Context: an optimization exercise on an open-source flow, tuned for small area, a short achievable clock period and few clock cycles. The choices shown serve that exercise and are no tape-out recipe.
At most, simulation tests tie the RTL to the original design; equivalence was not proved.

==> inputs of branch nickel <==
==> flow/design.v <==
module k_rom (
    input  logic [5:0] kSel,
    output logic [31:0] kBus
);
    always_comb begin
        case (kSel)
                00: kBus = 32'h428a2f98;
                01: kBus = 32'h71374491;
                02: kBus = 32'hb5c0fbcf;
                03: kBus = 32'he9b5dba5;
                04: kBus = 32'h3956c25b;
                05: kBus = 32'h59f111f1;
                06: kBus = 32'h923f82a4;
                07: kBus = 32'hab1c5ed5;
                08: kBus = 32'hd807aa98;
                09: kBus = 32'h12835b01;
                10: kBus = 32'h243185be;
                11: kBus = 32'h550c7dc3;
                12: kBus = 32'h72be5d74;
                13: kBus = 32'h80deb1fe;
                14: kBus = 32'h9bdc06a7;
                15: kBus = 32'hc19bf174;
                16: kBus = 32'he49b69c1;
                17: kBus = 32'hefbe4786;
                18: kBus = 32'h0fc19dc6;
                19: kBus = 32'h240ca1cc;
                20: kBus = 32'h2de92c6f;
                21: kBus = 32'h4a7484aa;
                22: kBus = 32'h5cb0a9dc;
                23: kBus = 32'h76f988da;
                24: kBus = 32'h983e5152;
                25: kBus = 32'ha831c66d;
                26: kBus = 32'hb00327c8;
                27: kBus = 32'hbf597fc7;
                28: kBus = 32'hc6e00bf3;
                29: kBus = 32'hd5a79147;
                30: kBus = 32'h06ca6351;
                31: kBus = 32'h14292967;
                32: kBus = 32'h27b70a85;
                33: kBus = 32'h2e1b2138;
                34: kBus = 32'h4d2c6dfc;
                35: kBus = 32'h53380d13;
                36: kBus = 32'h650a7354;
                37: kBus = 32'h766a0abb;
                38: kBus = 32'h81c2c92e;
                39: kBus = 32'h92722c85;
                40: kBus = 32'ha2bfe8a1;
                41: kBus = 32'ha81a664b;
                42: kBus = 32'hc24b8b70;
                43: kBus = 32'hc76c51a3;
                44: kBus = 32'hd192e819;
                45: kBus = 32'hd6990624;
                46: kBus = 32'hf40e3585;
                47: kBus = 32'h106aa070;
                48: kBus = 32'h19a4c116;
                49: kBus = 32'h1e376c08;
                50: kBus = 32'h2748774c;
                51: kBus = 32'h34b0bcb5;
                52: kBus = 32'h391c0cb3;
                53: kBus = 32'h4ed8aa4a;
                54: kBus = 32'h5b9cca4f;
                55: kBus = 32'h682e6ff3;
                56: kBus = 32'h748f82ee;
                57: kBus = 32'h78a5636f;
                58: kBus = 32'h84c87814;
                59: kBus = 32'h8cc70208;
                60: kBus = 32'h90befffa;
                61: kBus = 32'ha4506ceb;
                62: kBus = 32'hbef9a3f7;
                63: kBus = 32'hc67178f2;
            default: kBus = 32'h00000000;
        endcase
    end
endmodule: k_rom
module sha256_reduced (
    input  logic        clk,
    input  logic        rst_n,
    input  logic        enable,
    input  logic [7:0]  data_in,
    input  logic        data_valid,
    input  logic        end_of_file,
    output logic        ready,
    output logic [31:0] hash_out,
    output logic        hash_valid
);
    localparam int FD = 14;    
    localparam int NB = 45;    
    function automatic logic [31:0] rotr(input logic [31:0] x, input int n);
        rotr = (x >> n) | (x << (32 - n));
    endfunction
    function automatic logic [31:0] bsig0(input logic [31:0] x);
        bsig0 = rotr(x, 2) ^ rotr(x, 13) ^ rotr(x, 22);
    endfunction
    function automatic logic [31:0] bsig1(input logic [31:0] x);
        bsig1 = rotr(x, 6) ^ rotr(x, 11) ^ rotr(x, 25);
    endfunction
    function automatic logic [31:0] ssig0(input logic [31:0] x);
        ssig0 = rotr(x, 7) ^ rotr(x, 18) ^ (x >> 3);
    endfunction
    function automatic logic [31:0] ssig1(input logic [31:0] x);
        ssig1 = rotr(x, 17) ^ rotr(x, 19) ^ (x >> 10);
    endfunction
    function automatic logic [31:0] csum(input logic [31:0] x, input logic [31:0] y, input logic [31:0] z);
        csum = x ^ y ^ z;
    endfunction
    function automatic logic [31:0] ccar(input logic [31:0] x, input logic [31:0] y, input logic [31:0] z);
        ccar = {((x[30:0] & y[30:0]) | (x[30:0] & z[30:0]) | (y[30:0] & z[30:0])), 1'b0};
    endfunction
    function automatic logic [63:0] comp42(input logic [31:0] x1, input logic [31:0] x2,
                                           input logic [31:0] x3, input logic [31:0] x4);
        logic [31:0] p, t, co, ss, cc;
        p  = x1 ^ x2;
        t  = p ^ (x3 ^ x4);
        co = {(p[30:0] & x3[30:0]) | (~p[30:0] & x1[30:0]), 1'b0};
        ss = t ^ co;
        cc = {(t[30:0] & co[30:0]) | (~t[30:0] & x4[30:0]), 1'b0};
        comp42 = {ss, cc};
    endfunction
    function automatic logic [31:0] skadd(input logic [31:0] x, input logic [31:0] y);
        logic [31:0] gg, pp, g2, p2;
        gg = x & y; pp = x ^ y;
        for (int k = 1; k < 32; k = k * 2) begin
            g2 = gg; p2 = pp;
            for (int i = 0; i < 32; i++) begin
                if ((i / k) % 2 == 1) begin
                    g2[i] = gg[i] | (pp[i] & gg[(i / k) * k - 1]);
                    p2[i] = pp[i] & pp[(i / k) * k - 1];
                end
            end
            gg = g2; pp = p2;
        end
        skadd = (x ^ y) ^ {gg[30:0], 1'b0};
    endfunction
    logic       iv, ie, ien;
    logic [7:0] id;
    always_ff @(posedge clk or negedge rst_n) begin
        if (!rst_n) begin
            iv  <= 1'b0;
            ie  <= 1'b0;
            ien <= 1'b0;
        end else begin
            iv  <= data_valid;
            ie  <= end_of_file;
            ien <= enable;
        end
    end
    always_ff @(posedge clk) id <= data_in;
    logic        started;     
    logic        rx;          
    logic        eof_done;    
    logic        pad80;       
    logic [1:0]  bc;          
    logic [7:0]  nbytes;      
    logic [23:0] asm_q;
    logic        nrdy;        
    assign ready = ~nrdy;
    wire start  = ~started & iv & ien;
    wire byte_v = rx & iv;
    wire wrd    = byte_v & ((bc == 2'd3) | ie);    
    logic byp;                                      
    wire push   = wrd & ~byp;                       
    logic [31:0] wdata;
    always_comb begin
        case (bc)
            2'd0:    wdata = {id, 8'h80, 16'h0000};
            2'd1:    wdata = {asm_q[7:0], id, 8'h80, 8'h00};
            2'd2:    wdata = {asm_q[15:0], id, 8'h80};
            default: wdata = {asm_q, id};
        endcase
    end
    always_ff @(posedge clk) begin
        if (byte_v) asm_q <= {asm_q[15:0], id};
    end
    logic [FD-1:0][31:0] fq;
    logic [FD-1:0]       occ;      
    logic                fne;      
    logic                pop;
    always_ff @(posedge clk) begin
        if (push) fq <= {fq[FD-2:0], wdata};
    end
    logic [31:0] fhead;
    always_comb begin
        fhead = '0;
        for (int i = 0; i < FD; i++) fhead |= fq[i] & {32{occ[i]}};
    end
    always_ff @(posedge clk or negedge rst_n) begin
        if (!rst_n) begin
            occ <= '0;
            fne <= 1'b0;
        end else if (push & ~pop) begin
            occ <= {occ[FD-2:0], ~fne};
            fne <= 1'b1;
        end else if (pop & ~push) begin
            occ <= {1'b0, occ[FD-1:1]};
            fne <= ~occ[0];
        end
    end
    localparam logic [1:0] P_IDLE = 2'd0, P_RUN = 2'd1, P_OUT = 2'd2, P_DONE = 2'd3;
    logic [1:0]  ph;
    logic [6:0]  st;
    logic        bnd;        
    logic        srcm;       
    logic        nm;         
    logic        ffq;        
    logic        zero_op;    
    logic        pad14;      
    logic        lastblk;    
    logic [1:0]  stl;        
    logic [31:0] a, b, c, d, e, f, g, h;
    logic [31:0] dl;         
    logic [3:0][31:0] xa, xe;   
    logic [15:0][31:0] w;
    logic [7:1]  osel;
    logic [31:0] hout;
    logic        hv;
    wire run      = (ph == P_RUN);
    wire avail    = fne | eof_done | wrd;
    wire stalling = (stl != 2'd0);
    wire stall    = stalling | (run & nm & ~avail);
    wire adv      = run & ~stall;
    wire ffstep   = adv & ffq;
    wire ld_r     = adv & ~bnd;
    wire ld_b     = adv & bnd;
    assign pop = adv & srcm & fne;
    assign byp = adv & srcm & ~fne & wrd;
    wire [6:0] st_next = (st == 7'd64) ? 7'd0 : st + 7'd1;
    logic [31:0] padword;
    always_comb begin
        if (pad80)                       padword = 32'h80000000;
        else if ((st == 7'd14) & pad14)  padword = {21'b0, nbytes, 3'b000};
        else                             padword = 32'h0;
    end
    wire [31:0] mval = fne ? fhead : wrd ? wdata : padword;
    wire [31:0] ws1  = ssig1(w[14]);
    wire [31:0] ws0  = ssig0(w[1]);
    wire [63:0] wc   = comp42(w[9], w[0], ws0, ws1);
    wire [31:0] wsch = wc[63:32] + wc[31:0];
    wire [31:0] wnew = srcm ? mval : wsch;
    logic [31:0] kq;         
    k_rom krom (.kSel(st[5:0]), .kBus(kq));
    wire [31:0] s1  = bsig1(e);
    wire [31:0] s0  = bsig0(a);
    wire [31:0] ch  = (e & f) | (~e & g);
    wire [31:0] maj = (a & b) | (c & (a | b));
    wire [63:0] ac  = comp42(dl, maj, ch, s0);
    wire [31:0] ax3 = csum(ac[63:32], ac[31:0], s1);
    wire [31:0] ay3 = ccar(ac[63:32], ac[31:0], s1);
    wire [31:0] an  = skadd(ax3, ay3);
    wire [63:0] ec  = comp42(dl, d, ch, s1);
    wire [31:0] en  = skadd(ec[63:32], ec[31:0]);
    wire [31:0] hsrc = bnd ? xe[1] : g;
    wire [31:0] px1  = csum(hsrc, kq, w[15]);
    wire [31:0] py1  = ccar(hsrc, kq, w[15]);
    logic [31:0] iva, ive;
    always_comb begin
        case (st)
            7'd62:   begin iva = 32'ha54ff53a; ive = 32'h5be0cd19; end
            7'd63:   begin iva = 32'h3c6ef372; ive = 32'h1f83d9ab; end
            7'd64:   begin iva = 32'hbb67ae85; ive = 32'h9b05688c; end
            default: begin iva = 32'h6a09e667; ive = 32'h510e527f; end
        endcase
    end
    wire [31:0] suma = zero_op ? iva : xa[0] + a;
    wire [31:0] sume = zero_op ? ive : xe[0] + e;
    wire [31:0] a_alt = ld_b ? suma : d;
    wire [31:0] e_alt = ld_b ? sume : h;
    always_ff @(posedge clk) begin
        w <= {(adv ? wnew  : w[12]), w[15:13],
              (adv ? w[12] : w[8]),  w[11:9],
              (adv ? w[8]  : w[4]),  w[7:5],
              (adv ? w[4]  : w[0]),  w[3:1]};
        a <= ld_r ? an : a_alt;
        b <= ld_b ? xa[3] : a;
        c <= ld_b ? xa[2] : b;
        d <= ld_b ? xa[1] : c;
        e <= ld_r ? en : e_alt;
        f <= ld_b ? xe[3] : e;
        g <= ld_b ? xe[2] : f;
        h <= ld_b ? xe[1] : g;
        if (adv) begin
            dl  <= px1 + py1;
        end
        if (ffstep) begin
            xa <= {suma, xa[3:1]};
            xe <= {sume, xe[3:1]};
        end
    end
    wire fin = ld_b & lastblk;
    always_ff @(posedge clk) begin
        hout <= ({32{fin}} & suma) |
                ({32{osel[1] | osel[3]}} & b) | ({32{osel[2]}} & d) |
                ({32{osel[4] | osel[6]}} & h) | ({32{osel[5] | osel[7]}} & f);
    end
    assign hash_out   = hout;
    assign hash_valid = hv;
    wire thr = (nbytes >= 8'(NB));
    always_ff @(posedge clk or negedge rst_n) begin
        if (!rst_n) begin
            started  <= 1'b0;
            nrdy     <= 1'b0;
            rx       <= 1'b0;
            eof_done <= 1'b0;
            pad80    <= 1'b0;
            bc       <= 2'd0;
            nbytes   <= 8'd0;
            ph       <= P_IDLE;
            st       <= 7'd0;
            bnd      <= 1'b0;
            srcm     <= 1'b0;
            nm       <= 1'b0;
            ffq      <= 1'b0;
            zero_op  <= 1'b0;
            pad14    <= 1'b0;
            lastblk  <= 1'b0;
            stl      <= 2'd0;
            osel     <= 7'd0;
            hv       <= 1'b0;
        end else begin
            if (start) begin
                started <= 1'b1;
                nrdy    <= 1'b1;
                if (ie) begin
                    eof_done <= 1'b1;
                    pad80    <= 1'b1;
                end else begin
                    rx <= 1'b1;
                end
            end
            if (byte_v) begin
                bc     <= bc + 2'd1;
                nbytes <= nbytes + 8'd1;
                if (ie) begin
                    rx       <= 1'b0;
                    eof_done <= 1'b1;
                    pad80    <= (bc == 2'd3);
                end
            end
            if ((ph == P_IDLE) & started & (thr | eof_done)) begin
                ph      <= P_RUN;
                st      <= 7'd62;
                bnd     <= 1'b0;
                srcm    <= 1'b0;
                nm      <= 1'b0;
                ffq     <= 1'b1;
                zero_op <= 1'b1;
            end
            stl <= stall ? stl + 2'd1 : 2'd0;
            if (adv) begin
                st   <= st_next;
                bnd  <= (st_next == 7'd0);
                srcm <= (st_next <= 7'd14) | (st_next == 7'd64);
                nm   <= (st_next <= 7'd14) | ((st_next == 7'd64) & ~lastblk);
                ffq  <= (st_next >= 7'd62) | (st_next == 7'd0);
                if (srcm & ~fne & ~wrd & pad80) pad80 <= 1'b0;
                if (st == 7'd13) pad14 <= ~fne & ~wrd & ~pad80;
                if ((st == 7'd14) & ~fne & ~wrd & pad14) lastblk <= 1'b1;
                if (bnd) begin
                    zero_op <= 1'b0;
                    if (lastblk) ph <= P_OUT;
                end
            end
            osel <= {osel[6:1], fin};
            if (osel[7]) ph <= P_DONE;
            hv <= fin | (|osel);
        end
    end
endmodule
==> flow/flow/run.sh <==
#!/bin/bash
# Standard synthesis, then the standard flow's own layout with two changes: timing repair
# gets a larger setup margin, so that it keeps working past the constraint's
# period, and the port buffers are plain buffers (sky130_fd_sc_hd__buf_2)
# instead of the delay cells that buffer_ports picks by default.
set -euo pipefail
bash standard.sh synth > synth.log 2>&1
bash standard.sh SETUP_SLACK_MARGIN=10.7 TNS_END_PERCENT=100 \
  "BUFFER_PORTS_ARGS=-buffer_cell sky130_fd_sc_hd__buf_2" finish > layout.log 2>&1
==> flow/standard.sh <==
#!/bin/bash
# synth_recipe.tcl (not shown) runs the flow's synth.tcl, then flattens the netlist and writes it again
# the make line also repeats each setting of config.mk as NAME=value (left out here)
make -C /OpenROAD-flow-scripts/flow DESIGN_CONFIG=/design/flow/config.mk WORK_HOME=/design/flow/orfs CLKGATE_MAP_FILE= SYNTH_SCRIPT=/design/flow/synth_recipe.tcl "${@:-finish}"
==> flow/config.mk <==
export PLATFORM = sky130hd
export DESIGN_NAME = sha256_reduced
export DESIGN_NICKNAME = sha256_reduced
export VERILOG_FILES = /design/flow/design.v
export SDC_FILE = /design/flow/constraint.sdc
export NUM_CORES = 8
export LEC_CHECK = 0
export CAP_MARGIN = 20
export CORE_MARGIN = 2
export CORE_UTILIZATION = 65
export CTS_CLUSTER_DIAMETER = 100
export CTS_CLUSTER_SIZE = 25
export SLEW_MARGIN = 20
export SYNTH_MEMORY_MAX_BITS = 4096
==> flow/constraint.sdc <==
create_clock -name core_clock -period 15.0 [get_ports {clk}]
set_input_delay 3.0000 -clock core_clock [delete_from_list [all_inputs] [get_ports {clk}]]
set_output_delay 3.0000 -clock core_clock [all_outputs]
set_load 0.01 [all_outputs]
==> inputs of branch willow, as changes to branch nickel <==
--- a/flow/design.v
+++ b/flow/design.v
@@ -86,3 +86,3 @@
     localparam int FD = 14;    
-    localparam int NB = 45;    
+    localparam int NB = 1;
     function automatic logic [31:0] rotr(input logic [31:0] x, input int n);
@@ -154,4 +154,4 @@
     logic [23:0] asm_q;
-    logic        nrdy;        
-    assign ready = ~nrdy;
+    logic        rdy_q;       
+    assign ready = rdy_q;
     wire start  = ~started & iv & ien;
@@ -209,2 +209,3 @@
     logic [31:0] a, b, c, d, e, f, g, h;
+    logic [31:0] kq;         
     logic [31:0] dl;         
@@ -238,4 +239,4 @@
     wire [31:0] wnew = srcm ? mval : wsch;
-    logic [31:0] kq;         
-    k_rom krom (.kSel(st[5:0]), .kBus(kq));
+    logic [31:0] knext;
+    k_rom krom (.kSel(adv ? st_next[5:0] : st[5:0]), .kBus(knext));
     wire [31:0] s1  = bsig1(e);
@@ -279,2 +280,3 @@
         h <= ld_b ? xe[1] : g;
+        kq <= knext;
         if (adv) begin
@@ -295,2 +297,9 @@
     assign hash_valid = hv;
+    always_ff @(posedge clk) begin
+        rdy_q <= ~(started | start);
+    end
+    always_ff @(posedge clk or negedge rst_n) begin
+        if (!rst_n) hv <= 1'b0;
+        else        hv <= fin | (|osel);
+    end
     wire thr = (nbytes >= 8'(NB));
@@ -299,3 +308,2 @@
             started  <= 1'b0;
-            nrdy     <= 1'b0;
             rx       <= 1'b0;
@@ -316,3 +324,2 @@
             osel     <= 7'd0;
-            hv       <= 1'b0;
         end else begin
@@ -320,3 +327,2 @@
                 started <= 1'b1;
-                nrdy    <= 1'b1;
                 if (ie) begin
@@ -363,3 +369,2 @@
             if (osel[7]) ph <= P_DONE;
-            hv <= fin | (|osel);
         end
--- a/flow/config.mk
+++ b/flow/config.mk
@@ -9,3 +9,3 @@
 export CORE_MARGIN = 2
-export CORE_UTILIZATION = 65
+export CORE_UTILIZATION = 60
 export CTS_CLUSTER_DIAMETER = 100
==> notes <==
Of branch willow and branch nickel, branch nickel has the higher first-iteration DRC count (gap about 12%, measured against branch nickel).
In branch willow the worst hold slack is higher than in branch nickel, by 0.0049 ns.
Against branch willow, the global-route usage of branch nickel is higher by 2.0 points.
Of branch willow and branch nickel, branch nickel has the higher non-clock buffer count (gap 13).
Clock-buffer cell count: branch willow is higher than branch nickel (11).
Between branch willow and branch nickel, the lower synthesized cell count is in branch willow (gap 0.43%, measured against branch nickel).
Against branch willow, the setup slack of branch nickel is worse by 0.79 ns.
Against branch willow, the cell count of branch nickel is smaller by about 0.9%.
In branch nickel the area after synthesis is lower than in branch willow, by 1.2%.
Between branch nickel and branch willow, the lower critical path depth is in branch willow (gap 7).
==> figures <==
                                                                       branch willow   branch nickel
DR WL met3                                                                  24490 um        27540 um
Effective utilization at floorplan                                            60.61%          65.25%
Final critical-path setup slack                                             10.67 ns        9.879 ns
Fraction of registers with async set/reset                                    3.496%          3.567%
Hold-critical path endpoint                                                    w[56]           w[35]
Clock-pin slew on the worst setup and hold paths                             0.11 ns         0.10 ns
Upper clock frequency limit                                               0.2311 GHz      0.1953 GHz
Actual slew at the worst max-slew pin                                       1.078 ns        1.168 ns
Status                                                                finished clean  finished clean
Clock latency on the worst-skew pair                                         0.74 ns         0.73 ns
Worst path max stage delay                                                   0.57 ns         0.59 ns
Setup slack, reg-to-reg                                                     10.67 ns         9.88 ns
Multi-input gate share of total cell area                                     40.22%          40.09%
Mean instance size in the synthesized netlist                              10.89 um2       10.72 um2
Total area of multi-input combinational cells                            0.03267 mm2     0.03225 mm2
Final cell count without fillers                                                8442            8366
Met3 routing resource usage after global routing                              7.754%          7.902%
Share of final layout cell area taken by clock buffers and inverters          2.850%          2.859%
Net count of the finished layout                                                7054            7104
Met1 track utilization from global routing                                    51.62%          55.68%
Fraction of standard cell area that is sequential                             50.88%          50.48%
Testbench counts of branch willow, summed over its fixed seeds: cycles 20,365.
Only the layout flow was run in branch nickel; the RTL was not checked for function there.

[what the ideal ports hide]
The results above use ideal ports. As a check the final layouts listed here were re-extracted and re-timed, cells and wires unchanged.
Step 1 (the two cells are an assumption about what drives the block):
set clk [get_ports {clk}]
set_driving_cell -lib_cell sky130_fd_sc_hd__clkbuf_16 $clk
set_driving_cell -lib_cell sky130_fd_sc_hd__buf_2 [delete_from_list [all_inputs] $clk]
Step 2, shift: input delay + t, output delay - t, t = (earliest + latest rising clock arrival at the registers) / 2. This alone moves slack from input paths to output paths.
Slacks: ideal / step 1 / step 2; pairs: ideal / step 1.
run	t (ns)	setup slack, ns	clock arrival spread, ns	cell pins on the clock port's net
branch nickel	0.772	9.879 / 9.879 / 9.879	0.082 / 0.081	1
branch willow	0.796	10.674 / 10.644 / 10.674	0.047 / 0.046	1
After both steps setup and hold are still met in every run listed.
